This design comes from an exercise in tuning for small area and a short achievable clock period on the open sky130 flow, not from production work.
Only simulation tests tie the RTL to the original design; equivalence was not proved.
Power is estimated from default activity; no workload was simulated.

==> flow/design.v <==
module Decoder (
input  wire [1:0] IN ,
output wire [3:0] OUT
);
assign OUT = {IN == 2'b11, IN == 2'b10, IN == 2'b01, IN == 2'b00};
endmodule
module DIV_UNIT (
input  wire [15:0] A ,
input  wire [15:0] B ,
output wire [15:0] Q
);
wire [17:0] b1 = {2'b00, B};
wire [17:0] b2 = {1'b0, B, 1'b0};
wire [17:0] b3 = b1 + b2;
wire [15:0] r [0:8];
assign r[8] = A;
genvar k;
generate
  for (k = 7; k >= 0; k = k - 1) begin : row
    localparam integer I = 2 * k;
    localparam integer W = 16 - I;
    wire [W-1:0] p = r[k+1][15:I];
    wire fit1 = (B <= ((1 << W) - 1));
    wire fit2 = (B <= ((1 << W) - 1) / 2);
    wire fit3 = (B <= ((1 << W) - 1) / 3);
    wire [W:0] d1 = {1'b0, p} - {1'b0, b1[W-1:0]};
    wire [W:0] d2 = {1'b0, p} - {1'b0, b2[W-1:0]};
    wire [W:0] d3 = {1'b0, p} - {1'b0, b3[W-1:0]};
    wire ge1 = fit1 & ~d1[W];
    wire ge2 = fit2 & ~d2[W];
    wire ge3 = fit3 & ~d3[W];
    assign Q[I+1] = ge2;
    assign Q[I]   = ge3 | (ge1 & ~ge2);
    assign r[k][15:I] = ge3 ? d3[W-1:0] : ge2 ? d2[W-1:0] : ge1 ? d1[W-1:0] : p;
    if (I > 0) begin : low
      assign r[k][I-1:0] = r[k+1][I-1:0];
    end
  end
endgenerate
endmodule
module MUL_UNIT (
input  wire [15:0] A ,
input  wire [15:0] B ,
output wire [31:0] P
);
wire one0;
wire two0;
wire neg0;
wire pp0_0;
wire pp0_1;
wire pp0_2;
wire pp0_3;
wire pp0_4;
wire pp0_5;
wire pp0_6;
wire pp0_7;
wire pp0_8;
wire pp0_9;
wire pp0_10;
wire pp0_11;
wire pp0_12;
wire pp0_13;
wire pp0_14;
wire pp0_15;
wire pp0_16;
wire ns0;
wire one1;
wire two1;
wire neg1;
wire pp1_0;
wire pp1_1;
wire pp1_2;
wire pp1_3;
wire pp1_4;
wire pp1_5;
wire pp1_6;
wire pp1_7;
wire pp1_8;
wire pp1_9;
wire pp1_10;
wire pp1_11;
wire pp1_12;
wire pp1_13;
wire pp1_14;
wire pp1_15;
wire pp1_16;
wire ns1;
wire one2;
wire two2;
wire neg2;
wire pp2_0;
wire pp2_1;
wire pp2_2;
wire pp2_3;
wire pp2_4;
wire pp2_5;
wire pp2_6;
wire pp2_7;
wire pp2_8;
wire pp2_9;
wire pp2_10;
wire pp2_11;
wire pp2_12;
wire pp2_13;
wire pp2_14;
wire pp2_15;
wire pp2_16;
wire ns2;
wire one3;
wire two3;
wire neg3;
wire pp3_0;
wire pp3_1;
wire pp3_2;
wire pp3_3;
wire pp3_4;
wire pp3_5;
wire pp3_6;
wire pp3_7;
wire pp3_8;
wire pp3_9;
wire pp3_10;
wire pp3_11;
wire pp3_12;
wire pp3_13;
wire pp3_14;
wire pp3_15;
wire pp3_16;
wire ns3;
wire one4;
wire two4;
wire neg4;
wire pp4_0;
wire pp4_1;
wire pp4_2;
wire pp4_3;
wire pp4_4;
wire pp4_5;
wire pp4_6;
wire pp4_7;
wire pp4_8;
wire pp4_9;
wire pp4_10;
wire pp4_11;
wire pp4_12;
wire pp4_13;
wire pp4_14;
wire pp4_15;
wire pp4_16;
wire ns4;
wire one5;
wire two5;
wire neg5;
wire pp5_0;
wire pp5_1;
wire pp5_2;
wire pp5_3;
wire pp5_4;
wire pp5_5;
wire pp5_6;
wire pp5_7;
wire pp5_8;
wire pp5_9;
wire pp5_10;
wire pp5_11;
wire pp5_12;
wire pp5_13;
wire pp5_14;
wire pp5_15;
wire pp5_16;
wire ns5;
wire one6;
wire two6;
wire neg6;
wire pp6_0;
wire pp6_1;
wire pp6_2;
wire pp6_3;
wire pp6_4;
wire pp6_5;
wire pp6_6;
wire pp6_7;
wire pp6_8;
wire pp6_9;
wire pp6_10;
wire pp6_11;
wire pp6_12;
wire pp6_13;
wire pp6_14;
wire pp6_15;
wire pp6_16;
wire ns6;
wire one7;
wire two7;
wire neg7;
wire pp7_0;
wire pp7_1;
wire pp7_2;
wire pp7_3;
wire pp7_4;
wire pp7_5;
wire pp7_6;
wire pp7_7;
wire pp7_8;
wire pp7_9;
wire pp7_10;
wire pp7_11;
wire pp7_12;
wire pp7_13;
wire pp7_14;
wire pp7_15;
wire pp7_16;
wire ns7;
wire pl_0;
wire pl_1;
wire pl_2;
wire pl_3;
wire pl_4;
wire pl_5;
wire pl_6;
wire pl_7;
wire pl_8;
wire pl_9;
wire pl_10;
wire pl_11;
wire pl_12;
wire pl_13;
wire pl_14;
wire pl_15;
wire s1;
wire s2;
wire s3;
wire s4;
wire s5;
wire s6;
wire s7;
wire s8;
wire s9;
wire c10;
wire s11;
wire c12;
wire s13;
wire c14;
wire s15;
wire c16;
wire s17;
wire c18;
wire s19;
wire c20;
wire s21;
wire c22;
wire s23;
wire c24;
wire s25;
wire c26;
wire s27;
wire c28;
wire s29;
wire c30;
wire s31;
wire c32;
wire s33;
wire c34;
wire s35;
wire c36;
wire s37;
wire c38;
wire s39;
wire c40;
wire s41;
wire c42;
wire s43;
wire c44;
wire s45;
wire c46;
wire s47;
wire c48;
wire s49;
wire c50;
wire s51;
wire c52;
wire s53;
wire c54;
wire s55;
wire c56;
wire s57;
wire c58;
wire s59;
wire c60;
wire s61;
wire c62;
wire s63;
wire c64;
wire s65;
wire c66;
wire s67;
wire c68;
wire s69;
wire c70;
wire s71;
wire c72;
wire s73;
wire c74;
wire s75;
wire c76;
wire s77;
wire c78;
wire s79;
wire c80;
wire s81;
wire c82;
wire s83;
wire c84;
wire s85;
wire c86;
wire s87;
wire c88;
wire s89;
wire c90;
wire s91;
wire c92;
wire s93;
wire c94;
wire s95;
wire c96;
wire s97;
wire c98;
wire s99;
wire c100;
wire s101;
wire c102;
wire s103;
wire c104;
wire s105;
wire c106;
wire s107;
wire c108;
wire s109;
wire c110;
wire s111;
wire c112;
wire s113;
wire c114;
wire s115;
wire c116;
wire s117;
wire c118;
wire s119;
wire c120;
wire s121;
wire c122;
wire s123;
wire c124;
wire s125;
wire c126;
wire s127;
wire c128;
wire s129;
wire c130;
wire s131;
wire c132;
wire s133;
wire c134;
wire s135;
wire c136;
wire s137;
wire c138;
wire s139;
wire c140;
wire s141;
wire c142;
wire s143;
wire c144;
wire s145;
wire c146;
wire s147;
wire c148;
wire s149;
wire c150;
wire s151;
wire c152;
wire s153;
wire c154;
wire s155;
wire c156;
wire s157;
wire c158;
wire s159;
wire c160;
wire s161;
wire c162;
wire s163;
wire c164;
wire s165;
wire c166;
wire s167;
wire c168;
wire s169;
wire c170;
wire s171;
wire c172;
wire s173;
wire c174;
wire s175;
wire c176;
wire s177;
wire c178;
wire s179;
wire c180;
wire s181;
wire c182;
wire s183;
wire c184;
wire s185;
wire c186;
wire s187;
wire c188;
wire s189;
wire c190;
wire s191;
wire c192;
wire s193;
wire c194;
wire s195;
wire c196;
wire s197;
wire c198;
wire s199;
wire c200;
wire s201;
wire c202;
wire s203;
wire c204;
wire s205;
wire c206;
wire s207;
wire c208;
wire s209;
wire c210;
wire s211;
wire c212;
wire s213;
wire c214;
wire s215;
wire c216;
wire s217;
wire c218;
wire s219;
wire c220;
wire s221;
wire c222;
wire s223;
wire c224;
wire s225;
wire c226;
wire s227;
wire c228;
wire s229;
wire c230;
wire s231;
wire c232;
wire s233;
wire c234;
wire s235;
wire c236;
wire s237;
wire c238;
wire s239;
wire c240;
wire s241;
wire c242;
wire s243;
wire c244;
wire s245;
wire c246;
wire s247;
wire c248;
wire s249;
wire c250;
wire s251;
wire c252;
wire s253;
wire c254;
wire s255;
wire c256;
wire s257;
wire c258;
wire s259;
wire c260;
wire s261;
wire c262;
wire s263;
wire c264;
wire s265;
wire c266;
wire s267;
wire c268;
wire s269;
wire c270;
wire s271;
wire c272;
wire s273;
wire c274;
wire s275;
wire c276;
wire s277;
wire c278;
wire s279;
wire c280;
wire s281;
wire c282;
wire s283;
wire c284;
wire s285;
wire c286;
wire s287;
wire c288;
wire s289;
wire c290;
wire s291;
wire c292;
wire s293;
wire c294;
wire s295;
wire c296;
wire s297;
wire c298;
wire s299;
wire c300;
wire s301;
wire c302;
wire s303;
wire c304;
wire s305;
wire c306;
wire s307;
wire c308;
wire s309;
wire c310;
wire s311;
wire c312;
wire s313;
wire c314;
wire s315;
wire c316;
wire s317;
wire c318;
wire s319;
wire c320;
wire s321;
wire c322;
wire s323;
wire c324;
assign one0 = B[0] ^ 1'b0;
assign two0 = (B[1] & ~B[0] & ~1'b0) | (~B[1] & B[0] & 1'b0);
assign neg0 = B[1];
assign pp0_0 = ((one0 & A[0])) ^ neg0;
assign pp0_1 = ((one0 & A[1]) | (two0 & A[0])) ^ neg0;
assign pp0_2 = ((one0 & A[2]) | (two0 & A[1])) ^ neg0;
assign pp0_3 = ((one0 & A[3]) | (two0 & A[2])) ^ neg0;
assign pp0_4 = ((one0 & A[4]) | (two0 & A[3])) ^ neg0;
assign pp0_5 = ((one0 & A[5]) | (two0 & A[4])) ^ neg0;
assign pp0_6 = ((one0 & A[6]) | (two0 & A[5])) ^ neg0;
assign pp0_7 = ((one0 & A[7]) | (two0 & A[6])) ^ neg0;
assign pp0_8 = ((one0 & A[8]) | (two0 & A[7])) ^ neg0;
assign pp0_9 = ((one0 & A[9]) | (two0 & A[8])) ^ neg0;
assign pp0_10 = ((one0 & A[10]) | (two0 & A[9])) ^ neg0;
assign pp0_11 = ((one0 & A[11]) | (two0 & A[10])) ^ neg0;
assign pp0_12 = ((one0 & A[12]) | (two0 & A[11])) ^ neg0;
assign pp0_13 = ((one0 & A[13]) | (two0 & A[12])) ^ neg0;
assign pp0_14 = ((one0 & A[14]) | (two0 & A[13])) ^ neg0;
assign pp0_15 = ((one0 & A[15]) | (two0 & A[14])) ^ neg0;
assign pp0_16 = ((two0 & A[15])) ^ neg0;
assign ns0 = ~neg0;
assign one1 = B[2] ^ B[1];
assign two1 = (B[3] & ~B[2] & ~B[1]) | (~B[3] & B[2] & B[1]);
assign neg1 = B[3];
assign pp1_0 = ((one1 & A[0])) ^ neg1;
assign pp1_1 = ((one1 & A[1]) | (two1 & A[0])) ^ neg1;
assign pp1_2 = ((one1 & A[2]) | (two1 & A[1])) ^ neg1;
assign pp1_3 = ((one1 & A[3]) | (two1 & A[2])) ^ neg1;
assign pp1_4 = ((one1 & A[4]) | (two1 & A[3])) ^ neg1;
assign pp1_5 = ((one1 & A[5]) | (two1 & A[4])) ^ neg1;
assign pp1_6 = ((one1 & A[6]) | (two1 & A[5])) ^ neg1;
assign pp1_7 = ((one1 & A[7]) | (two1 & A[6])) ^ neg1;
assign pp1_8 = ((one1 & A[8]) | (two1 & A[7])) ^ neg1;
assign pp1_9 = ((one1 & A[9]) | (two1 & A[8])) ^ neg1;
assign pp1_10 = ((one1 & A[10]) | (two1 & A[9])) ^ neg1;
assign pp1_11 = ((one1 & A[11]) | (two1 & A[10])) ^ neg1;
assign pp1_12 = ((one1 & A[12]) | (two1 & A[11])) ^ neg1;
assign pp1_13 = ((one1 & A[13]) | (two1 & A[12])) ^ neg1;
assign pp1_14 = ((one1 & A[14]) | (two1 & A[13])) ^ neg1;
assign pp1_15 = ((one1 & A[15]) | (two1 & A[14])) ^ neg1;
assign pp1_16 = ((two1 & A[15])) ^ neg1;
assign ns1 = ~neg1;
assign one2 = B[4] ^ B[3];
assign two2 = (B[5] & ~B[4] & ~B[3]) | (~B[5] & B[4] & B[3]);
assign neg2 = B[5];
assign pp2_0 = ((one2 & A[0])) ^ neg2;
assign pp2_1 = ((one2 & A[1]) | (two2 & A[0])) ^ neg2;
assign pp2_2 = ((one2 & A[2]) | (two2 & A[1])) ^ neg2;
assign pp2_3 = ((one2 & A[3]) | (two2 & A[2])) ^ neg2;
assign pp2_4 = ((one2 & A[4]) | (two2 & A[3])) ^ neg2;
assign pp2_5 = ((one2 & A[5]) | (two2 & A[4])) ^ neg2;
assign pp2_6 = ((one2 & A[6]) | (two2 & A[5])) ^ neg2;
assign pp2_7 = ((one2 & A[7]) | (two2 & A[6])) ^ neg2;
assign pp2_8 = ((one2 & A[8]) | (two2 & A[7])) ^ neg2;
assign pp2_9 = ((one2 & A[9]) | (two2 & A[8])) ^ neg2;
assign pp2_10 = ((one2 & A[10]) | (two2 & A[9])) ^ neg2;
assign pp2_11 = ((one2 & A[11]) | (two2 & A[10])) ^ neg2;
assign pp2_12 = ((one2 & A[12]) | (two2 & A[11])) ^ neg2;
assign pp2_13 = ((one2 & A[13]) | (two2 & A[12])) ^ neg2;
assign pp2_14 = ((one2 & A[14]) | (two2 & A[13])) ^ neg2;
assign pp2_15 = ((one2 & A[15]) | (two2 & A[14])) ^ neg2;
assign pp2_16 = ((two2 & A[15])) ^ neg2;
assign ns2 = ~neg2;
assign one3 = B[6] ^ B[5];
assign two3 = (B[7] & ~B[6] & ~B[5]) | (~B[7] & B[6] & B[5]);
assign neg3 = B[7];
assign pp3_0 = ((one3 & A[0])) ^ neg3;
assign pp3_1 = ((one3 & A[1]) | (two3 & A[0])) ^ neg3;
assign pp3_2 = ((one3 & A[2]) | (two3 & A[1])) ^ neg3;
assign pp3_3 = ((one3 & A[3]) | (two3 & A[2])) ^ neg3;
assign pp3_4 = ((one3 & A[4]) | (two3 & A[3])) ^ neg3;
assign pp3_5 = ((one3 & A[5]) | (two3 & A[4])) ^ neg3;
assign pp3_6 = ((one3 & A[6]) | (two3 & A[5])) ^ neg3;
assign pp3_7 = ((one3 & A[7]) | (two3 & A[6])) ^ neg3;
assign pp3_8 = ((one3 & A[8]) | (two3 & A[7])) ^ neg3;
assign pp3_9 = ((one3 & A[9]) | (two3 & A[8])) ^ neg3;
assign pp3_10 = ((one3 & A[10]) | (two3 & A[9])) ^ neg3;
assign pp3_11 = ((one3 & A[11]) | (two3 & A[10])) ^ neg3;
assign pp3_12 = ((one3 & A[12]) | (two3 & A[11])) ^ neg3;
assign pp3_13 = ((one3 & A[13]) | (two3 & A[12])) ^ neg3;
assign pp3_14 = ((one3 & A[14]) | (two3 & A[13])) ^ neg3;
assign pp3_15 = ((one3 & A[15]) | (two3 & A[14])) ^ neg3;
assign pp3_16 = ((two3 & A[15])) ^ neg3;
assign ns3 = ~neg3;
assign one4 = B[8] ^ B[7];
assign two4 = (B[9] & ~B[8] & ~B[7]) | (~B[9] & B[8] & B[7]);
assign neg4 = B[9];
assign pp4_0 = ((one4 & A[0])) ^ neg4;
assign pp4_1 = ((one4 & A[1]) | (two4 & A[0])) ^ neg4;
assign pp4_2 = ((one4 & A[2]) | (two4 & A[1])) ^ neg4;
assign pp4_3 = ((one4 & A[3]) | (two4 & A[2])) ^ neg4;
assign pp4_4 = ((one4 & A[4]) | (two4 & A[3])) ^ neg4;
assign pp4_5 = ((one4 & A[5]) | (two4 & A[4])) ^ neg4;
assign pp4_6 = ((one4 & A[6]) | (two4 & A[5])) ^ neg4;
assign pp4_7 = ((one4 & A[7]) | (two4 & A[6])) ^ neg4;
assign pp4_8 = ((one4 & A[8]) | (two4 & A[7])) ^ neg4;
assign pp4_9 = ((one4 & A[9]) | (two4 & A[8])) ^ neg4;
assign pp4_10 = ((one4 & A[10]) | (two4 & A[9])) ^ neg4;
assign pp4_11 = ((one4 & A[11]) | (two4 & A[10])) ^ neg4;
assign pp4_12 = ((one4 & A[12]) | (two4 & A[11])) ^ neg4;
assign pp4_13 = ((one4 & A[13]) | (two4 & A[12])) ^ neg4;
assign pp4_14 = ((one4 & A[14]) | (two4 & A[13])) ^ neg4;
assign pp4_15 = ((one4 & A[15]) | (two4 & A[14])) ^ neg4;
assign pp4_16 = ((two4 & A[15])) ^ neg4;
assign ns4 = ~neg4;
assign one5 = B[10] ^ B[9];
assign two5 = (B[11] & ~B[10] & ~B[9]) | (~B[11] & B[10] & B[9]);
assign neg5 = B[11];
assign pp5_0 = ((one5 & A[0])) ^ neg5;
assign pp5_1 = ((one5 & A[1]) | (two5 & A[0])) ^ neg5;
assign pp5_2 = ((one5 & A[2]) | (two5 & A[1])) ^ neg5;
assign pp5_3 = ((one5 & A[3]) | (two5 & A[2])) ^ neg5;
assign pp5_4 = ((one5 & A[4]) | (two5 & A[3])) ^ neg5;
assign pp5_5 = ((one5 & A[5]) | (two5 & A[4])) ^ neg5;
assign pp5_6 = ((one5 & A[6]) | (two5 & A[5])) ^ neg5;
assign pp5_7 = ((one5 & A[7]) | (two5 & A[6])) ^ neg5;
assign pp5_8 = ((one5 & A[8]) | (two5 & A[7])) ^ neg5;
assign pp5_9 = ((one5 & A[9]) | (two5 & A[8])) ^ neg5;
assign pp5_10 = ((one5 & A[10]) | (two5 & A[9])) ^ neg5;
assign pp5_11 = ((one5 & A[11]) | (two5 & A[10])) ^ neg5;
assign pp5_12 = ((one5 & A[12]) | (two5 & A[11])) ^ neg5;
assign pp5_13 = ((one5 & A[13]) | (two5 & A[12])) ^ neg5;
assign pp5_14 = ((one5 & A[14]) | (two5 & A[13])) ^ neg5;
assign pp5_15 = ((one5 & A[15]) | (two5 & A[14])) ^ neg5;
assign pp5_16 = ((two5 & A[15])) ^ neg5;
assign ns5 = ~neg5;
assign one6 = B[12] ^ B[11];
assign two6 = (B[13] & ~B[12] & ~B[11]) | (~B[13] & B[12] & B[11]);
assign neg6 = B[13];
assign pp6_0 = ((one6 & A[0])) ^ neg6;
assign pp6_1 = ((one6 & A[1]) | (two6 & A[0])) ^ neg6;
assign pp6_2 = ((one6 & A[2]) | (two6 & A[1])) ^ neg6;
assign pp6_3 = ((one6 & A[3]) | (two6 & A[2])) ^ neg6;
assign pp6_4 = ((one6 & A[4]) | (two6 & A[3])) ^ neg6;
assign pp6_5 = ((one6 & A[5]) | (two6 & A[4])) ^ neg6;
assign pp6_6 = ((one6 & A[6]) | (two6 & A[5])) ^ neg6;
assign pp6_7 = ((one6 & A[7]) | (two6 & A[6])) ^ neg6;
assign pp6_8 = ((one6 & A[8]) | (two6 & A[7])) ^ neg6;
assign pp6_9 = ((one6 & A[9]) | (two6 & A[8])) ^ neg6;
assign pp6_10 = ((one6 & A[10]) | (two6 & A[9])) ^ neg6;
assign pp6_11 = ((one6 & A[11]) | (two6 & A[10])) ^ neg6;
assign pp6_12 = ((one6 & A[12]) | (two6 & A[11])) ^ neg6;
assign pp6_13 = ((one6 & A[13]) | (two6 & A[12])) ^ neg6;
assign pp6_14 = ((one6 & A[14]) | (two6 & A[13])) ^ neg6;
assign pp6_15 = ((one6 & A[15]) | (two6 & A[14])) ^ neg6;
assign pp6_16 = ((two6 & A[15])) ^ neg6;
assign ns6 = ~neg6;
assign one7 = B[14] ^ B[13];
assign two7 = (B[15] & ~B[14] & ~B[13]) | (~B[15] & B[14] & B[13]);
assign neg7 = B[15];
assign pp7_0 = ((one7 & A[0])) ^ neg7;
assign pp7_1 = ((one7 & A[1]) | (two7 & A[0])) ^ neg7;
assign pp7_2 = ((one7 & A[2]) | (two7 & A[1])) ^ neg7;
assign pp7_3 = ((one7 & A[3]) | (two7 & A[2])) ^ neg7;
assign pp7_4 = ((one7 & A[4]) | (two7 & A[3])) ^ neg7;
assign pp7_5 = ((one7 & A[5]) | (two7 & A[4])) ^ neg7;
assign pp7_6 = ((one7 & A[6]) | (two7 & A[5])) ^ neg7;
assign pp7_7 = ((one7 & A[7]) | (two7 & A[6])) ^ neg7;
assign pp7_8 = ((one7 & A[8]) | (two7 & A[7])) ^ neg7;
assign pp7_9 = ((one7 & A[9]) | (two7 & A[8])) ^ neg7;
assign pp7_10 = ((one7 & A[10]) | (two7 & A[9])) ^ neg7;
assign pp7_11 = ((one7 & A[11]) | (two7 & A[10])) ^ neg7;
assign pp7_12 = ((one7 & A[12]) | (two7 & A[11])) ^ neg7;
assign pp7_13 = ((one7 & A[13]) | (two7 & A[12])) ^ neg7;
assign pp7_14 = ((one7 & A[14]) | (two7 & A[13])) ^ neg7;
assign pp7_15 = ((one7 & A[15]) | (two7 & A[14])) ^ neg7;
assign pp7_16 = ((two7 & A[15])) ^ neg7;
assign ns7 = ~neg7;
assign pl_0 = A[0] & B[15];
assign pl_1 = A[1] & B[15];
assign pl_2 = A[2] & B[15];
assign pl_3 = A[3] & B[15];
assign pl_4 = A[4] & B[15];
assign pl_5 = A[5] & B[15];
assign pl_6 = A[6] & B[15];
assign pl_7 = A[7] & B[15];
assign pl_8 = A[8] & B[15];
assign pl_9 = A[9] & B[15];
assign pl_10 = A[10] & B[15];
assign pl_11 = A[11] & B[15];
assign pl_12 = A[12] & B[15];
assign pl_13 = A[13] & B[15];
assign pl_14 = A[14] & B[15];
assign pl_15 = A[15] & B[15];
assign s1 = ~ns0;
assign s2 = ~pp1_16;
assign s3 = ~pp2_16;
assign s4 = ~pp3_16;
assign s5 = ~pp4_16;
assign s6 = ~pp5_16;
assign s7 = ~pp6_16;
assign s8 = ~pp7_16;
assign s9 = pp0_10 ^ pp1_8;
assign c10 = pp0_10 & pp1_8;
assign s11 = pp0_11 ^ pp1_9;
assign c12 = pp0_11 & pp1_9;
assign s13 = pp0_12 ^ pp1_10 ^ pp2_8;
assign c14 = (pp0_12 & pp1_10) | (pp0_12 & pp2_8) | (pp1_10 & pp2_8);
assign s15 = pp3_6 ^ pp4_4;
assign c16 = pp3_6 & pp4_4;
assign s17 = pp0_13 ^ pp1_11 ^ pp2_9;
assign c18 = (pp0_13 & pp1_11) | (pp0_13 & pp2_9) | (pp1_11 & pp2_9);
assign s19 = pp3_7 ^ pp4_5;
assign c20 = pp3_7 & pp4_5;
assign s21 = pp0_14 ^ pp1_12 ^ pp2_10;
assign c22 = (pp0_14 & pp1_12) | (pp0_14 & pp2_10) | (pp1_12 & pp2_10);
assign s23 = pp3_8 ^ pp4_6 ^ pp5_4;
assign c24 = (pp3_8 & pp4_6) | (pp3_8 & pp5_4) | (pp4_6 & pp5_4);
assign s25 = pp6_2 ^ pp7_0;
assign c26 = pp6_2 & pp7_0;
assign s27 = pp0_15 ^ pp1_13 ^ pp2_11;
assign c28 = (pp0_15 & pp1_13) | (pp0_15 & pp2_11) | (pp1_13 & pp2_11);
assign s29 = pp3_9 ^ pp4_7 ^ pp5_5;
assign c30 = (pp3_9 & pp4_7) | (pp3_9 & pp5_5) | (pp4_7 & pp5_5);
assign s31 = pp6_3 ^ pp7_1;
assign c32 = pp6_3 & pp7_1;
assign s33 = pp0_16 ^ pp1_14 ^ pp2_12;
assign c34 = (pp0_16 & pp1_14) | (pp0_16 & pp2_12) | (pp1_14 & pp2_12);
assign s35 = pp3_10 ^ pp4_8 ^ pp5_6;
assign c36 = (pp3_10 & pp4_8) | (pp3_10 & pp5_6) | (pp4_8 & pp5_6);
assign s37 = pp6_4 ^ pp7_2 ^ pl_0;
assign c38 = (pp6_4 & pp7_2) | (pp6_4 & pl_0) | (pp7_2 & pl_0);
assign s39 = pp1_15 ^ pp2_13 ^ pp3_11;
assign c40 = (pp1_15 & pp2_13) | (pp1_15 & pp3_11) | (pp2_13 & pp3_11);
assign s41 = pp4_9 ^ pp5_7 ^ pp6_5;
assign c42 = (pp4_9 & pp5_7) | (pp4_9 & pp6_5) | (pp5_7 & pp6_5);
assign s43 = pp7_3 ^ pl_1 ^ s1;
assign c44 = (pp7_3 & pl_1) | (pp7_3 & s1) | (pl_1 & s1);
assign s45 = pp2_14 ^ pp3_12 ^ pp4_10;
assign c46 = (pp2_14 & pp3_12) | (pp2_14 & pp4_10) | (pp3_12 & pp4_10);
assign s47 = pp5_8 ^ pp6_6 ^ pp7_4;
assign c48 = (pp5_8 & pp6_6) | (pp5_8 & pp7_4) | (pp6_6 & pp7_4);
assign s49 = pl_2 ^ ns0 ^ s2;
assign c50 = (pl_2 & ns0) | (pl_2 & s2) | (ns0 & s2);
assign s51 = ns1 ^ pp2_15 ^ pp3_13;
assign c52 = (ns1 & pp2_15) | (ns1 & pp3_13) | (pp2_15 & pp3_13);
assign s53 = pp4_11 ^ pp5_9 ^ pp6_7;
assign c54 = (pp4_11 & pp5_9) | (pp4_11 & pp6_7) | (pp5_9 & pp6_7);
assign s55 = pp7_5 ^ pl_3 ^ pp1_16;
assign c56 = (pp7_5 & pl_3) | (pp7_5 & pp1_16) | (pl_3 & pp1_16);
assign s57 = pp3_14 ^ pp4_12 ^ pp5_10;
assign c58 = (pp3_14 & pp4_12) | (pp3_14 & pp5_10) | (pp4_12 & pp5_10);
assign s59 = pp6_8 ^ pp7_6 ^ pl_4;
assign c60 = (pp6_8 & pp7_6) | (pp6_8 & pl_4) | (pp7_6 & pl_4);
assign s61 = ns2 ^ pp3_15 ^ pp4_13;
assign c62 = (ns2 & pp3_15) | (ns2 & pp4_13) | (pp3_15 & pp4_13);
assign s63 = pp5_11 ^ pp6_9 ^ pp7_7;
assign c64 = (pp5_11 & pp6_9) | (pp5_11 & pp7_7) | (pp6_9 & pp7_7);
assign s65 = pp4_14 ^ pp5_12 ^ pp6_10;
assign c66 = (pp4_14 & pp5_12) | (pp4_14 & pp6_10) | (pp5_12 & pp6_10);
assign s67 = ns3 ^ pp4_15 ^ pp5_13;
assign c68 = (ns3 & pp4_15) | (ns3 & pp5_13) | (pp4_15 & pp5_13);
assign s69 = pp0_6 ^ pp1_4;
assign c70 = pp0_6 & pp1_4;
assign s71 = pp0_7 ^ pp1_5;
assign c72 = pp0_7 & pp1_5;
assign s73 = pp0_8 ^ pp1_6 ^ pp2_4;
assign c74 = (pp0_8 & pp1_6) | (pp0_8 & pp2_4) | (pp1_6 & pp2_4);
assign s75 = pp3_2 ^ pp4_0;
assign c76 = pp3_2 & pp4_0;
assign s77 = pp0_9 ^ pp1_7 ^ pp2_5;
assign c78 = (pp0_9 & pp1_7) | (pp0_9 & pp2_5) | (pp1_7 & pp2_5);
assign s79 = pp3_3 ^ pp4_1;
assign c80 = pp3_3 & pp4_1;
assign s81 = s9 ^ pp2_6 ^ pp3_4;
assign c82 = (s9 & pp2_6) | (s9 & pp3_4) | (pp2_6 & pp3_4);
assign s83 = pp4_2 ^ pp5_0 ^ neg5;
assign c84 = (pp4_2 & pp5_0) | (pp4_2 & neg5) | (pp5_0 & neg5);
assign s85 = c10 ^ s11 ^ pp2_7;
assign c86 = (c10 & s11) | (c10 & pp2_7) | (s11 & pp2_7);
assign s87 = pp3_5 ^ pp4_3 ^ pp5_1;
assign c88 = (pp3_5 & pp4_3) | (pp3_5 & pp5_1) | (pp4_3 & pp5_1);
assign s89 = c12 ^ s13 ^ s15;
assign c90 = (c12 & s13) | (c12 & s15) | (s13 & s15);
assign s91 = pp5_2 ^ pp6_0 ^ neg6;
assign c92 = (pp5_2 & pp6_0) | (pp5_2 & neg6) | (pp6_0 & neg6);
assign s93 = c14 ^ c16 ^ s17;
assign c94 = (c14 & c16) | (c14 & s17) | (c16 & s17);
assign s95 = s19 ^ pp5_3 ^ pp6_1;
assign c96 = (s19 & pp5_3) | (s19 & pp6_1) | (pp5_3 & pp6_1);
assign s97 = c18 ^ c20 ^ s21;
assign c98 = (c18 & c20) | (c18 & s21) | (c20 & s21);
assign s99 = s23 ^ s25 ^ neg7;
assign c100 = (s23 & s25) | (s23 & neg7) | (s25 & neg7);
assign s101 = c22 ^ c24 ^ c26;
assign c102 = (c22 & c24) | (c22 & c26) | (c24 & c26);
assign s103 = s27 ^ s29 ^ s31;
assign c104 = (s27 & s29) | (s27 & s31) | (s29 & s31);
assign s105 = c28 ^ c30 ^ c32;
assign c106 = (c28 & c30) | (c28 & c32) | (c30 & c32);
assign s107 = s33 ^ s35 ^ s37;
assign c108 = (s33 & s35) | (s33 & s37) | (s35 & s37);
assign s109 = c34 ^ c36 ^ c38;
assign c110 = (c34 & c36) | (c34 & c38) | (c36 & c38);
assign s111 = s39 ^ s41 ^ s43;
assign c112 = (s39 & s41) | (s39 & s43) | (s41 & s43);
assign s113 = c40 ^ c42 ^ c44;
assign c114 = (c40 & c42) | (c40 & c44) | (c42 & c44);
assign s115 = s45 ^ s47 ^ s49;
assign c116 = (s45 & s47) | (s45 & s49) | (s47 & s49);
assign s117 = c46 ^ c48 ^ c50;
assign c118 = (c46 & c48) | (c46 & c50) | (c48 & c50);
assign s119 = s51 ^ s53 ^ s55;
assign c120 = (s51 & s53) | (s51 & s55) | (s53 & s55);
assign s121 = c52 ^ c54 ^ c56;
assign c122 = (c52 & c54) | (c52 & c56) | (c54 & c56);
assign s123 = s57 ^ s59 ^ s3;
assign c124 = (s57 & s59) | (s57 & s3) | (s59 & s3);
assign s125 = c58 ^ c60 ^ s61;
assign c126 = (c58 & c60) | (c58 & s61) | (c60 & s61);
assign s127 = s63 ^ pl_5 ^ pp2_16;
assign c128 = (s63 & pl_5) | (s63 & pp2_16) | (pl_5 & pp2_16);
assign s129 = c62 ^ c64 ^ s65;
assign c130 = (c62 & c64) | (c62 & s65) | (c64 & s65);
assign s131 = pp7_8 ^ pl_6 ^ s4;
assign c132 = (pp7_8 & pl_6) | (pp7_8 & s4) | (pl_6 & s4);
assign s133 = c66 ^ s67 ^ pp6_11;
assign c134 = (c66 & s67) | (c66 & pp6_11) | (s67 & pp6_11);
assign s135 = pp7_9 ^ pl_7 ^ pp3_16;
assign c136 = (pp7_9 & pl_7) | (pp7_9 & pp3_16) | (pl_7 & pp3_16);
assign s137 = c68 ^ pp5_14 ^ pp6_12;
assign c138 = (c68 & pp5_14) | (c68 & pp6_12) | (pp5_14 & pp6_12);
assign s139 = pp7_10 ^ pl_8 ^ s5;
assign c140 = (pp7_10 & pl_8) | (pp7_10 & s5) | (pl_8 & s5);
assign s141 = ns4 ^ pp5_15 ^ pp6_13;
assign c142 = (ns4 & pp5_15) | (ns4 & pp6_13) | (pp5_15 & pp6_13);
assign s143 = pp7_11 ^ pl_9 ^ pp4_16;
assign c144 = (pp7_11 & pl_9) | (pp7_11 & pp4_16) | (pl_9 & pp4_16);
assign s145 = pp6_14 ^ pp7_12 ^ pl_10;
assign c146 = (pp6_14 & pp7_12) | (pp6_14 & pl_10) | (pp7_12 & pl_10);
assign s147 = ns5 ^ pp6_15 ^ pp7_13;
assign c148 = (ns5 & pp6_15) | (ns5 & pp7_13) | (pp6_15 & pp7_13);
assign s149 = pp0_4 ^ pp1_2;
assign c150 = pp0_4 & pp1_2;
assign s151 = pp0_5 ^ pp1_3;
assign c152 = pp0_5 & pp1_3;
assign s153 = s69 ^ pp2_2 ^ pp3_0;
assign c154 = (s69 & pp2_2) | (s69 & pp3_0) | (pp2_2 & pp3_0);
assign s155 = c70 ^ s71 ^ pp2_3;
assign c156 = (c70 & s71) | (c70 & pp2_3) | (s71 & pp2_3);
assign s157 = c72 ^ s73 ^ s75;
assign c158 = (c72 & s73) | (c72 & s75) | (s73 & s75);
assign s159 = c74 ^ c76 ^ s77;
assign c160 = (c74 & c76) | (c74 & s77) | (c76 & s77);
assign s161 = c78 ^ c80 ^ s81;
assign c162 = (c78 & c80) | (c78 & s81) | (c80 & s81);
assign s163 = c82 ^ c84 ^ s85;
assign c164 = (c82 & c84) | (c82 & s85) | (c84 & s85);
assign s165 = c86 ^ c88 ^ s89;
assign c166 = (c86 & c88) | (c86 & s89) | (c88 & s89);
assign s167 = c90 ^ c92 ^ s93;
assign c168 = (c90 & c92) | (c90 & s93) | (c92 & s93);
assign s169 = c94 ^ c96 ^ s97;
assign c170 = (c94 & c96) | (c94 & s97) | (c96 & s97);
assign s171 = c98 ^ c100 ^ s101;
assign c172 = (c98 & c100) | (c98 & s101) | (c100 & s101);
assign s173 = c102 ^ c104 ^ s105;
assign c174 = (c102 & c104) | (c102 & s105) | (c104 & s105);
assign s175 = c106 ^ c108 ^ s109;
assign c176 = (c106 & c108) | (c106 & s109) | (c108 & s109);
assign s177 = c110 ^ c112 ^ s113;
assign c178 = (c110 & c112) | (c110 & s113) | (c112 & s113);
assign s179 = c114 ^ c116 ^ s117;
assign c180 = (c114 & c116) | (c114 & s117) | (c116 & s117);
assign s181 = c118 ^ c120 ^ s121;
assign c182 = (c118 & c120) | (c118 & s121) | (c120 & s121);
assign s183 = c122 ^ c124 ^ s125;
assign c184 = (c122 & c124) | (c122 & s125) | (c124 & s125);
assign s185 = c126 ^ c128 ^ s129;
assign c186 = (c126 & c128) | (c126 & s129) | (c128 & s129);
assign s187 = c130 ^ c132 ^ s133;
assign c188 = (c130 & c132) | (c130 & s133) | (c132 & s133);
assign s189 = c134 ^ c136 ^ s137;
assign c190 = (c134 & c136) | (c134 & s137) | (c136 & s137);
assign s191 = c138 ^ c140 ^ s141;
assign c192 = (c138 & c140) | (c138 & s141) | (c140 & s141);
assign s193 = c142 ^ c144 ^ s145;
assign c194 = (c142 & c144) | (c142 & s145) | (c144 & s145);
assign s195 = c146 ^ s147 ^ pl_11;
assign c196 = (c146 & s147) | (c146 & pl_11) | (s147 & pl_11);
assign s197 = c148 ^ pp7_14 ^ pl_12;
assign c198 = (c148 & pp7_14) | (c148 & pl_12) | (pp7_14 & pl_12);
assign s199 = ns6 ^ pp7_15 ^ pl_13;
assign c200 = (ns6 & pp7_15) | (ns6 & pl_13) | (pp7_15 & pl_13);
assign s201 = pp0_2 ^ pp1_0;
assign c202 = pp0_2 & pp1_0;
assign s203 = pp0_3 ^ pp1_1;
assign c204 = pp0_3 & pp1_1;
assign s205 = s149 ^ pp2_0 ^ neg2;
assign c206 = (s149 & pp2_0) | (s149 & neg2) | (pp2_0 & neg2);
assign s207 = c150 ^ s151 ^ pp2_1;
assign c208 = (c150 & s151) | (c150 & pp2_1) | (s151 & pp2_1);
assign s209 = c152 ^ s153 ^ neg3;
assign c210 = (c152 & s153) | (c152 & neg3) | (s153 & neg3);
assign s211 = c154 ^ s155 ^ pp3_1;
assign c212 = (c154 & s155) | (c154 & pp3_1) | (s155 & pp3_1);
assign s213 = c156 ^ s157 ^ neg4;
assign c214 = (c156 & s157) | (c156 & neg4) | (s157 & neg4);
assign s215 = c158 ^ s159 ^ s79;
assign c216 = (c158 & s159) | (c158 & s79) | (s159 & s79);
assign s217 = c160 ^ s161 ^ s83;
assign c218 = (c160 & s161) | (c160 & s83) | (s161 & s83);
assign s219 = c162 ^ s163 ^ s87;
assign c220 = (c162 & s163) | (c162 & s87) | (s163 & s87);
assign s221 = c164 ^ s165 ^ s91;
assign c222 = (c164 & s165) | (c164 & s91) | (s165 & s91);
assign s223 = c166 ^ s167 ^ s95;
assign c224 = (c166 & s167) | (c166 & s95) | (s167 & s95);
assign s225 = c168 ^ s169 ^ s99;
assign c226 = (c168 & s169) | (c168 & s99) | (s169 & s99);
assign s227 = c170 ^ s171 ^ s103;
assign c228 = (c170 & s171) | (c170 & s103) | (s171 & s103);
assign s229 = c172 ^ s173 ^ s107;
assign c230 = (c172 & s173) | (c172 & s107) | (s173 & s107);
assign s231 = c174 ^ s175 ^ s111;
assign c232 = (c174 & s175) | (c174 & s111) | (s175 & s111);
assign s233 = c176 ^ s177 ^ s115;
assign c234 = (c176 & s177) | (c176 & s115) | (s177 & s115);
assign s235 = c178 ^ s179 ^ s119;
assign c236 = (c178 & s179) | (c178 & s119) | (s179 & s119);
assign s237 = c180 ^ s181 ^ s123;
assign c238 = (c180 & s181) | (c180 & s123) | (s181 & s123);
assign s239 = c182 ^ s183 ^ s127;
assign c240 = (c182 & s183) | (c182 & s127) | (s183 & s127);
assign s241 = c184 ^ s185 ^ s131;
assign c242 = (c184 & s185) | (c184 & s131) | (s185 & s131);
assign s243 = c186 ^ s187 ^ s135;
assign c244 = (c186 & s187) | (c186 & s135) | (s187 & s135);
assign s245 = c188 ^ s189 ^ s139;
assign c246 = (c188 & s189) | (c188 & s139) | (s189 & s139);
assign s247 = c190 ^ s191 ^ s143;
assign c248 = (c190 & s191) | (c190 & s143) | (s191 & s143);
assign s249 = c192 ^ s193 ^ s6;
assign c250 = (c192 & s193) | (c192 & s6) | (s193 & s6);
assign s251 = c194 ^ s195 ^ pp5_16;
assign c252 = (c194 & s195) | (c194 & pp5_16) | (s195 & pp5_16);
assign s253 = c196 ^ s197 ^ s7;
assign c254 = (c196 & s197) | (c196 & s7) | (s197 & s7);
assign s255 = c198 ^ s199 ^ pp6_16;
assign c256 = (c198 & s199) | (c198 & pp6_16) | (s199 & pp6_16);
assign s257 = c200 ^ pl_14 ^ s8;
assign c258 = (c200 & pl_14) | (c200 & s8) | (pl_14 & s8);
assign s259 = ns7 ^ pl_15 ^ pp7_16;
assign c260 = (ns7 & pl_15) | (ns7 & pp7_16) | (pl_15 & pp7_16);
assign s261 = pp0_0 ^ neg0;
assign c262 = pp0_0 & neg0;
assign s263 = pp0_1 ^ c262;
assign c264 = pp0_1 & c262;
assign s265 = s201 ^ neg1 ^ c264;
assign c266 = (s201 & neg1) | (s201 & c264) | (neg1 & c264);
assign s267 = c202 ^ s203 ^ c266;
assign c268 = (c202 & s203) | (c202 & c266) | (s203 & c266);
assign s269 = c204 ^ s205 ^ c268;
assign c270 = (c204 & s205) | (c204 & c268) | (s205 & c268);
assign s271 = c206 ^ s207 ^ c270;
assign c272 = (c206 & s207) | (c206 & c270) | (s207 & c270);
assign s273 = c208 ^ s209 ^ c272;
assign c274 = (c208 & s209) | (c208 & c272) | (s209 & c272);
assign s275 = c210 ^ s211 ^ c274;
assign c276 = (c210 & s211) | (c210 & c274) | (s211 & c274);
assign s277 = c212 ^ s213 ^ c276;
assign c278 = (c212 & s213) | (c212 & c276) | (s213 & c276);
assign s279 = c214 ^ s215 ^ c278;
assign c280 = (c214 & s215) | (c214 & c278) | (s215 & c278);
assign s281 = c216 ^ s217 ^ c280;
assign c282 = (c216 & s217) | (c216 & c280) | (s217 & c280);
assign s283 = c218 ^ s219 ^ c282;
assign c284 = (c218 & s219) | (c218 & c282) | (s219 & c282);
assign s285 = c220 ^ s221 ^ c284;
assign c286 = (c220 & s221) | (c220 & c284) | (s221 & c284);
assign s287 = c222 ^ s223 ^ c286;
assign c288 = (c222 & s223) | (c222 & c286) | (s223 & c286);
assign s289 = c224 ^ s225 ^ c288;
assign c290 = (c224 & s225) | (c224 & c288) | (s225 & c288);
assign s291 = c226 ^ s227 ^ c290;
assign c292 = (c226 & s227) | (c226 & c290) | (s227 & c290);
assign s293 = c228 ^ s229 ^ c292;
assign c294 = (c228 & s229) | (c228 & c292) | (s229 & c292);
assign s295 = c230 ^ s231 ^ c294;
assign c296 = (c230 & s231) | (c230 & c294) | (s231 & c294);
assign s297 = c232 ^ s233 ^ c296;
assign c298 = (c232 & s233) | (c232 & c296) | (s233 & c296);
assign s299 = c234 ^ s235 ^ c298;
assign c300 = (c234 & s235) | (c234 & c298) | (s235 & c298);
assign s301 = c236 ^ s237 ^ c300;
assign c302 = (c236 & s237) | (c236 & c300) | (s237 & c300);
assign s303 = c238 ^ s239 ^ c302;
assign c304 = (c238 & s239) | (c238 & c302) | (s239 & c302);
assign s305 = c240 ^ s241 ^ c304;
assign c306 = (c240 & s241) | (c240 & c304) | (s241 & c304);
assign s307 = c242 ^ s243 ^ c306;
assign c308 = (c242 & s243) | (c242 & c306) | (s243 & c306);
assign s309 = c244 ^ s245 ^ c308;
assign c310 = (c244 & s245) | (c244 & c308) | (s245 & c308);
assign s311 = c246 ^ s247 ^ c310;
assign c312 = (c246 & s247) | (c246 & c310) | (s247 & c310);
assign s313 = c248 ^ s249 ^ c312;
assign c314 = (c248 & s249) | (c248 & c312) | (s249 & c312);
assign s315 = c250 ^ s251 ^ c314;
assign c316 = (c250 & s251) | (c250 & c314) | (s251 & c314);
assign s317 = c252 ^ s253 ^ c316;
assign c318 = (c252 & s253) | (c252 & c316) | (s253 & c316);
assign s319 = c254 ^ s255 ^ c318;
assign c320 = (c254 & s255) | (c254 & c318) | (s255 & c318);
assign s321 = c256 ^ s257 ^ c320;
assign c322 = (c256 & s257) | (c256 & c320) | (s257 & c320);
assign s323 = c258 ^ s259 ^ c322;
assign c324 = (c258 & s259) | (c258 & c322) | (s259 & c322);
assign P = {s323, s321, s319, s317, s315, s313, s311, s309, s307, s305, s303, s301, s299, s297, s295, s293, s291, s289, s287, s285, s283, s281, s279, s277, s275, s273, s271, s269, s267, s265, s263, s261};
endmodule
module LOGIC_UNIT (
input  wire [15:0] A ,
input  wire [15:0] B ,
input  wire [1:0]  F ,
output wire [15:0] Y
);
assign Y = (F[0] ? (A | B) : (A & B)) ^ {16{F[1]}};
endmodule
module SHIFT_UNIT (
input  wire [15:0] A ,
input  wire [15:0] B ,
input  wire [1:0]  F ,
output wire [15:0] Y
);
wire [15:0] x = F[1] ? B : A;
assign Y = F[0] ? {x[14:0], 1'b0} : {1'b0, x[15:1]};
endmodule
module CMP_UNIT (
input  wire       eq ,
input  wire       lt ,
input  wire [1:0] F ,
output wire [2:0] Y
);
assign Y = (F == 2'b01) ? {2'b00, eq} :
           (F == 2'b10) ? {1'b0, ~lt & ~eq, 1'b0} :
           (F == 2'b11) ? {1'b0, lt, lt} : 3'b000;
endmodule
module ALU_TOP (
input  wire [15:0] A ,
input  wire [15:0] B ,
input  wire [3:0]  ALU_FUNC ,
input  wire        CLK ,
output reg  [31:0] Arith_OUT ,
output reg         Carry_OUT ,
output reg         Arith_Flag ,
output reg  [15:0] Logic_OUT ,
output reg         Logic_Flag ,
output reg  [15:0] Shift_OUT ,
output reg         Shift_Flag ,
output reg  [2:0]  CMP_OUT ,
output reg         CMP_Flag
);
wire [3:0] en;
Decoder U0 (.IN(ALU_FUNC[3:2]), .OUT(en));
wire        sub = (en[0] & (ALU_FUNC[1:0] == 2'b01)) | en[2];
wire [16:0] s   = {1'b0, A} + {1'b0, B ^ {16{sub}}} + {16'b0, sub};
wire        lt  = ~s[16];
wire        eq  = (A == B);
wire [31:0] prod;
wire [15:0] quot;
MUL_UNIT U_MUL (.A(A), .B(B), .P(prod));
DIV_UNIT U_DIV (.A(A), .B(B), .Q(quot));
reg [31:0] arith;
always @(*) begin
  case (ALU_FUNC[1:0])
    2'b00: arith = {15'b0, s};
    2'b01: arith = {{16{lt}}, s[15:0]};
    2'b10: arith = prod;
    default: arith = {16'b0, quot};
  endcase
end
wire [15:0] logic_y, shift_y;
wire [2:0]  cmp_y;
LOGIC_UNIT U_LOGIC (.A(A), .B(B), .F(ALU_FUNC[1:0]), .Y(logic_y));
SHIFT_UNIT U_SHIFT (.A(A), .B(B), .F(ALU_FUNC[1:0]), .Y(shift_y));
CMP_UNIT   U_CMP   (.eq(eq), .lt(lt), .F(ALU_FUNC[1:0]), .Y(cmp_y));
always @(posedge CLK) begin
  Arith_OUT  <= en[0] ? arith : 32'b0;
  Carry_OUT  <= en[0] & arith[16];
  Arith_Flag <= en[0];
  Logic_OUT  <= en[1] ? logic_y : 16'b0;
  Logic_Flag <= en[1];
  CMP_OUT    <= en[2] ? cmp_y : 3'b0;
  CMP_Flag   <= en[2];
  Shift_OUT  <= en[3] ? shift_y : 16'b0;
  Shift_Flag <= en[3];
end
endmodule
==> flow/run.sh <==
#!/bin/bash
# synth_recipe.tcl (not shown) runs the flow's synth.tcl, then flattens the netlist and writes it again
# the make line also repeats each setting of config.mk as NAME=value (left out here)
make -C /OpenROAD-flow-scripts/flow DESIGN_CONFIG=/design/flow/config.mk WORK_HOME=/design/flow/orfs CLKGATE_MAP_FILE= SYNTH_SCRIPT=/design/flow/synth_recipe.tcl finish
==> flow/config.mk <==
export PLATFORM = sky130hd
export DESIGN_NAME = ALU_TOP
export DESIGN_NICKNAME = ALU_TOP
export VERILOG_FILES = /design/flow/design.v
export SDC_FILE = /design/flow/constraint.sdc
export NUM_CORES = 4
export LEC_CHECK = 0
export ABC_AREA = 1
export CAP_MARGIN = 20
export CORE_MARGIN = 2
export CORE_UTILIZATION = 40
export SLEW_MARGIN = 20
==> flow/constraint.sdc <==
create_clock -name core_clock -period 105.0 [get_ports {CLK}]
set_input_delay 21.0000 -clock core_clock [delete_from_list [all_inputs] [get_ports {CLK}]]
set_output_delay 21.0000 -clock core_clock [all_outputs]
set_load 0.01 [all_outputs]
==> implementation parameters, run 1 <==
Parameter                              Value

Outcome
  Status  no timing/DRC/antenna violations

Timing
  Setup TNS    0 ns
  Count of final setup violators    0
  Number of slew-limit violations in the final report    0
  Final number of hold-violating endpoints    0
  Transition at the pin with the smallest max-transition slack    around 1.1 ns
  Setup repair after global routing missed its margin    no
  Final critical delay including setup and external delays    40.08 ns
  Achievable Freq    roughly 25 MHz
  Crit share post-route    38.2%
  Relative slew slack    26.8%

CTS
  Setup Fix Bufs, Post-CTS    0
  CTS tree    built
  Clock edge transition at the registers on the reported setup and hold paths    0.06 ns
  Root buffer cell    sky130_fd_sc_hd__clkbuf_16
  Number of buffers on the longest clock path    2
  CTS H-tree depth    3
  Clock sink count    71
  PostCTS Resize Cnt    0
  Number of buffers created by CTS    9
  Post-CTS Hold Fix Bufs    0

Detailed routing
  Number of search-and-repair iterations in the first detailed-routing pass    8
  ANT nets after route    0
  Final WL    about 74 mm
  Vias    19235
  Average wire per cell in the routed design    roughly 22 um
  Avg Vias per Cell    5.67
  Detailed-route DRC error count    0
  Initial DRC Count    1847

Final layout
  Area added between synthesis and finish    11.9%
  Share of cells above drive strength 1    under 10%
  Net count of the finished layout    about 3300
  Total area of multi-input combinational cells    16100 um^2
  Sequential cell area in the final layout    1420 um^2
  Diode count    0
  Non-filler cells in the finished layout    between 3000 and 4000
  Fill cells    between 4000 and 5000

Worst hold path
  Endpoint of the worst hold-timing path    CMP_Flag
  Critical hold path startpoint    ALU_FUNC[3]
  Class of the tightest hold or removal check    input pin to register
  Instance count along the most critical hold path    3

Yosys
  Synth Area per Inst    7.28 um^2
  Post-synth design cell area    19400 um^2
  Largest cells by area after synthesis    sky130_fd_sc_hd__ha_1 20%, sky130_fd_sc_hd__fa_1 16%, sky130_fd_sc_hd__xor2_1 9.6%
  Portion of synthesized cell area occupied by the leading cell type    20.3%
  Count of warnings emitted by yosys    2
  Post-synthesis adder-cell area fraction    36.7%
  Xor and xnor fraction of the mapped netlist area    11.3%
  Part of the Yosys area used for sequential elements    7.31%
  Dominant combinational cell family by area after synthesis    adder cells
  Ys flop type    sky130_fd_sc_hd__dfxtp_1
  Fraction of synthesis flops using an asynchronous set or reset pin    0%
  Cell accounting for the most synthesized area    sky130_fd_sc_hd__ha_1
  Number of distinct library cells after synthesis    55
  Syn Inst Count    approximately 2700
  Share of synthesized area spent on multiplexers    0.109%
  Share of synthesized cell area in and, or, nand and nor gates    15.8%
  Post-synthesis register bit count    71
  Synthesized-area fraction occupied by ao, oa, aoi and oai cells    19.1%
  Total nets after synthesis    3181
  EDFF count, synth    0

Placed design
  Number of port buffers    around 110
  Final HPWL DP    55.9 mm
  Number of placed cells counting well taps    3375
  Placer's final routability congestion estimate    0.951

Worst setup path
  Maximum single-stage delay on the critical path    1.16 ns
  Maximum fanout along the worst path    20
  CP endpoint kind    register
  Category of the critical setup timing path    input pin to register
  Crit path arrival time    40.29 ns
  Startpoint types    input pin
  Critical Path Most Common Cell    sky130_fd_sc_hd__nand2_1
  Critical-path top delay cell    sky130_fd_sc_hd__clkdlybuf4s50_1
  Req. time, crit path    105.20 ns

GRT
  Busiest layer in global routing    met2
  Met3 capacity usage during global routing    4.31%
  Number of antenna violations at the first check in global routing    0
  First-pass GRT wire length    112 mm
  Met1 usage    between 30% and 40%
  Total track usage    between 20% and 30%
  Maximum number of pins on one net before global-route repair    54
  Total gr overflow    0
  GR met2 Demand/Resource    47.8%
  Number of global-route vias before repair    about 19000

Floorplanning
  Die outline area    50400 um^2
  # rows    80
  Die width    around 220 um
  Number of primary I/O pins    109
  Initial core utilization    40.6%
  Die Height    224 um
  Core outline area    47800 um^2

Power and ir drop
  Maximum vdd ir drop    0.0150 mV
  Power per cell area    20.0 nW/um^2
  Leakage power total    10.8 nW

Flow run
  Max-cap violations    0
final cells by class:
cell class,count,share of cell area [%]
clock buffers,10,1.10
clock inverters,6,0.311
inverters,422,7.28
multi-input cells,2098,74.2
flip-flops and latches,71,6.54
well taps,615,3.54
repair buffers,169,7.04
worst max-delay path: cells and delay by family:
kind | cells | cell delay [ns]
adder cells (fa/ha/maj) | 8 | 2.96
AND/OR/NAND/NOR | 42 | 5.48
AO/OA/AOI/OAI | 42 | 8.31
buffers and inverters | 9 | 2.48
worst max-delay path by stage:
stage | depth (start not counted) | slack, ns | start | end
3_3_place_gp | 101 | 65.45 | B[13] | Arith_OUT[1]
3_5_place_dp | 100 | 64.88 | B[1] | Arith_OUT[1]
4_1_cts | 100 | 65.17 | B[1] | Arith_OUT[1]
5_1_grt | 102 | 63.18 | B[1] | Arith_OUT[0]
6_report | 101 | 64.92 | B[13] | Arith_OUT[1]
2_1_floorplan | 110 | 68.89 | B[1] | Arith_OUT[0]
flip-flops by register name (all words and copies together), names as in the netlist:
signal and cells:
Arith_Flag 1, Shift_Flag 1, Arith_OUT 32, Carry_OUT 1, Logic_OUT 16, CMP_OUT 2, Logic_Flag 1, Shift_OUT 16
CMP_Flag 1
logic make-up after synthesis:
logic type      Yosys count
compound gates          641
xor+xnor                250
fa+ha+maj               474
buf+inv                 501
flops                    71
mux                       2
other cells               1
simple gates            730
cell usage after synthesis (all sizes together), types with 60 or more instances:
| library cell | number |
|---|---|
| nand2 | 454 |
| inv | 412 |
| ha | 315 |
| a21oi | 223 |
| xor2 | 214 |
| o21ai | 179 |
| fa | 159 |
| o22ai | 124 |
| nor2 | 111 |
| nand3 | 91 |
| dfxtp | 71 |
| clkbuf | 60 |
metrics by stage:
step	total power, mW	cell area [um^2]	hold WS, ns	setup WS (ns)	util (%)
after floorplan	0.281	19400	21.08	68.89	-
after global placement	0.401	21400	21.68	65.45	44.8
after detailed placement	0.405	21400	21.66	64.88	44.8
after CTS	0.441	21700	21.28	65.17	45.5
after global routing	0.490	21700	21.36	63.18	45.5
final	0.436	21700	21.30	64.92	45.5
cells in the final DEF (no fill, tap or decap), types with 15 or more instances in the layout:
cell type / instances
sky130_fd_sc_hd__clkdlybuf4s50_1: 106
sky130_fd_sc_hd__dfxtp_1: 71
sky130_fd_sc_hd__o21bai_1: 37
sky130_fd_sc_hd__o22ai_1: 124
sky130_fd_sc_hd__xnor2_1: 35
sky130_fd_sc_hd__buf_4: 62
sky130_fd_sc_hd__inv_1: 404
sky130_fd_sc_hd__nand2_1: 444
sky130_fd_sc_hd__nand3_1: 91
sky130_fd_sc_hd__nor3_1: 15
sky130_fd_sc_hd__a21oi_1: 223
sky130_fd_sc_hd__or2_2: 27
sky130_fd_sc_hd__fa_1: 159
sky130_fd_sc_hd__ha_1: 315
sky130_fd_sc_hd__o21ai_0: 156
sky130_fd_sc_hd__xor2_1: 214
sky130_fd_sc_hd__nor2_1: 108
metal layers:
metal / share of wire, % / wire [um]
met2: 45 / 33200
met3: 7.9 / 5830
met4: 4.3 / 3190
met5: 0 / 0
met1: 43 / 31600
report_power, final:
group          internal, mW  switching (mW)  total [mW]  leakage (nW)
logic                 0.150           0.221       0.371          10.0
clock network        0.0192          0.0140      0.0331         0.145
registers            0.0310         0.00109      0.0321         0.582
total                 0.200           0.236       0.436          10.8
==> inputs of run 2 (changes only) <==
--- a/flow/config.mk
+++ b/flow/config.mk
@@ -10,3 +10,3 @@
 export CORE_MARGIN = 2
-export CORE_UTILIZATION = 40
+export CORE_UTILIZATION = 65
 export SLEW_MARGIN = 20
==> run 2 against run 1 <==
  * Sequential share of layout area rose by 0.13 points
  * Total power is 2.7% lower
  * Utilization up 27 points
  * Synthesized area is the same
  * Cell count shrank 7.2%
  * Largest cell class unchanged
  * Critical path type unchanged
==> implementation parameters, run 2 <==
Parameter                              Value

Detailed routing
  Average wire per cell in the routed design    22.5 um (+3.4%)
  Final WL    70.9 mm (-4.0%)
  Vias    20077 (+4.4%)
  Initial DRC Count    2519 (+36%)
  Number of search-and-repair iterations in the first detailed-routing pass    10 (+2)
  Detailed-route DRC error count    0 (unchanged)
  ANT nets after route    0 (unchanged)
  Avg Vias per Cell    6.38 (+12%)

Power and ir drop
  Power per cell area    19.9 nW/um^2 (-0.75%)
  Maximum vdd ir drop    0.0183 mV (+22%)
  Leakage power total    10.7 nW (-0.83%)

Timing
  Count of final setup violators    0 (unchanged)
  Final number of hold-violating endpoints    0 (unchanged)
  Final critical delay including setup and external delays    39.50 ns (-0.584 ns)
  Crit share post-route    37.6% (-0.56 points)
  Number of slew-limit violations in the final report    0 (unchanged)
  Transition at the pin with the smallest max-transition slack    1.27 ns (+0.171 ns)
  Setup TNS    0 ns (unchanged)
  Achievable Freq    25.3 MHz (+1.5%)
  Relative slew slack    13.9% (-13 points)
  Setup repair after global routing missed its margin    no

CTS
  Root buffer cell    sky130_fd_sc_hd__clkbuf_16
  PostCTS Resize Cnt    0 (unchanged)
  Number of buffers on the longest clock path    2 (unchanged)
  Clock sink count    71 (unchanged)
  Clock edge transition at the registers on the reported setup and hold paths    0.07 ns (about the same)
  Post-CTS Hold Fix Bufs    0 (unchanged)
  Setup Fix Bufs, Post-CTS    0 (unchanged)
  Number of buffers created by CTS    9 (unchanged)
  CTS H-tree depth    3 (unchanged)
  CTS tree    built

Worst setup path
  Maximum single-stage delay on the critical path    0.71 ns (-0.45 ns)
  Critical-path top delay cell    sky130_fd_sc_hd__clkdlybuf4s50_1
  Startpoint types    input pin
  CP endpoint kind    register
  Maximum fanout along the worst path    25 (+25%)
  Req. time, crit path    105.28 ns (+0.08 ns)
  Crit path arrival time    39.78 ns (-0.51 ns)
  Buffers and inverters on the worst path    10 (+1)
  Critical Path Most Common Cell    sky130_fd_sc_hd__nand2_1
  Category of the critical setup timing path    input pin to register
  Gate family responsible for the most delay along the worst path    compound AO/OA/AOI/OAI gates

Yosys
  Fraction of synthesis flops using an asynchronous set or reset pin    0% (unchanged)
  Ys flop type    sky130_fd_sc_hd__dfxtp_1
  Cell accounting for the most synthesized area    sky130_fd_sc_hd__ha_1
  Most common cell in the netlist    sky130_fd_sc_hd__nand2_1
  Most common library cells after synthesis    444 x sky130_fd_sc_hd__nand2_1, 405 x sky130_fd_sc_hd__inv_1, 315 x sky130_fd_sc_hd__ha_1, 223 x sky130_fd_sc_hd__a21oi_1, 214 x sky130_fd_sc_hd__xor2_1
  Post-synth design cell area    19400 um^2 (unchanged)
  Post-synthesis register bit count    71 (unchanged)
  Count of warnings emitted by yosys    2 (unchanged)
  Portion of synthesized cell area occupied by the leading cell type    20.3% (unchanged)
  Part of the Yosys area used for sequential elements    7.31% (unchanged)
  Number of distinct library cells after synthesis    55 (unchanged)
  EDFF count, synth    0 (unchanged)
  Synth Area per Inst    7.28 um^2 (unchanged)
  Largest cells by area after synthesis    sky130_fd_sc_hd__ha_1 20%, sky130_fd_sc_hd__fa_1 16%, sky130_fd_sc_hd__xor2_1 9.6%
  Syn Inst Count    2670 (unchanged)
  Total nets after synthesis    3181 (unchanged)

Final layout
  Total area of multi-input combinational cells    16100 um^2 (about the same)
  Largest registers    Arith_OUT (32), Logic_OUT (16), Shift_OUT (16)
  Area added between synthesis and finish    9.70%
  Non-filler cells in the finished layout    3148 (-7.2%)
  Diode count    0 (unchanged)
  Sequential cell area in the final layout    1420 um^2 (unchanged)
  Biggest register    Arith_OUT
  Most frequent cells in the layout    444 x sky130_fd_sc_hd__nand2_1, 404 x sky130_fd_sc_hd__inv_1, 315 x sky130_fd_sc_hd__ha_1
  Number of flip-flops under the largest register name    32 (unchanged)
  Net count of the finished layout    3264 (-0.55%)
  Fill cells    2427 (-50%)
  Commonest non-fill, non-tap cell in the layout    sky130_fd_sc_hd__nand2_1
  Share of cells above drive strength 1    4.46% (-0.66 points)

GRT
  First-pass GRT wire length    108 mm (-4.0%)
  Number of global-route vias before repair    19684 (+4.1%)
  Number of antenna violations at the first check in global routing    2 (+2)
  Maximum number of pins on one net before global-route repair    54 (unchanged)
  Total gr overflow    0 (unchanged)
  Total track usage    44.9% (+16 points)

Placed design
  Number of port buffers    107 (unchanged)
  Number of placed cells counting well taps    3132 (-7.2%)
  Final HPWL DP    52.5 mm (-6.2%)
  Placer's final routability congestion estimate    1.03 (+8.6%)

Outcome
  Status  no timing/DRC/antenna violations

Flow run
  Max-cap violations    0 (unchanged)

Floorplanning
  Core outline area    29600 um^2 (-38%)
  # rows    63 (-21%)
  Initial core utilization    65.7% (+25 points)
  Die outline area    31300 um^2 (-38%)
  Die Height    177 um (-21%)
  Number of primary I/O pins    109 (unchanged)
  Die width    177 um (-21%)

Worst hold path
  Class of the tightest hold or removal check    input pin to register
run 2: cell counts after synthesis:
No cell type changed its count.
run 2: final timing paths:
path / from / end / slack, ns / cells after the start
worst max-delay path: B[11] / Arith_OUT[0] / 65.50 / 101
worst min-delay path: ALU_FUNC[1] / Logic_OUT[1] / 21.30 / 2
run 2: area by class of cell:
| class | count | area share [%] |
|---|---|---|
| clock buffer | 10 | 1.07 |
| clock inverter | 6 | 0.323 |
| inverter | 422 | 7.43 |
| multi-input combinational | 2098 | 75.7 |
| sequential | 71 | 6.67 |
| tap | 390 | 2.29 |
| timing repair buffer | 151 | 6.55 |
run 2: where the power goes:
| part | internal [mW] | switching, mW |
|---|---|---|
| clock network | 0.0185 | 0.0132 |
| registers | 0.0310 | 0.00111 |
| logic | 0.146 | 0.214 |
run 2: kinds of logic after synthesis:
| kind of cell | count (synthesis) | synth area share (%) |
|---|---|---|
| adder cells (fa/ha/maj) | 474 | 36.7 |
| other | 1 | 0.0193 |
| multiplexers | 2 | 0.109 |
| AND/OR/NAND/NOR | 730 | 15.8 |
| AO/OA/AOI/OAI | 641 | 19.1 |
| buffers and inverters | 501 | 9.75 |
| XOR/XNOR | 250 | 11.3 |
| flip-flops | 71 | 7.31 |
run 2: routing by layer:
| layer | vias to the layer above | share of wire [%] | GRT usage [%] | wire (um) |
|---|---|---|---|---|
| met2 | 1441 | 42 | 69.3 | 30100 |
| met4 | 2 | 8.7 | 32.3 | 6150 |
| li1 | 9000 | - | - | - |
| met1 | 9175 | 36 | 53.3 | 25400 |
| met5 | - | 0.017 | 0 | 12 |
| met3 | 459 | 13 | 13.4 | 9250 |
run 2: metrics by stage:
stage	instance area, um^2	util, %	hold WS [ns]	worst slack [ns]	power, mW
finish	21300	72.1	21.30	65.50	0.424
global route	21300	72.1	21.35	63.61	0.471
CTS	21300	72.1	21.28	65.95	0.421
detailed placement	21000	71.1	21.63	65.66	0.387
global placement	21000	71.1	21.62	66.36	0.373
floorplan	19400	-	21.08	68.89	0.281

## static timing again, ports no longer ideal
Ports are ideal in the flow. The routed layouts listed here were re-timed in OpenROAD.
Step 1, drivers: a clkbuf_16 drives CLK and a buf_2 each remaining input, both assumed.
Step 2 times the ports against the registers' clock, not the clock port: input delays grow and output delays shrink by t, the midpoint of the rising clock arrivals with the driver on.
a / b / c = no drivers / after step 1 / after step 2; a / b = the first two.
| run | t, ns | slack for setup (ns) | worst slew at a driven data input, ns |
|---|---|---|---|
| run 1 | 0.419 | 64.918 / 64.948 / 64.529 | 0.05 |
| run 2 | 0.399 | 65.501 / 65.528 / 65.128 | 0.04 |
After both steps setup and hold are still met in every run listed. The setup slack of run 1, which loses most, moves by +0.030 ns with the drivers and by -0.389 ns with both steps.
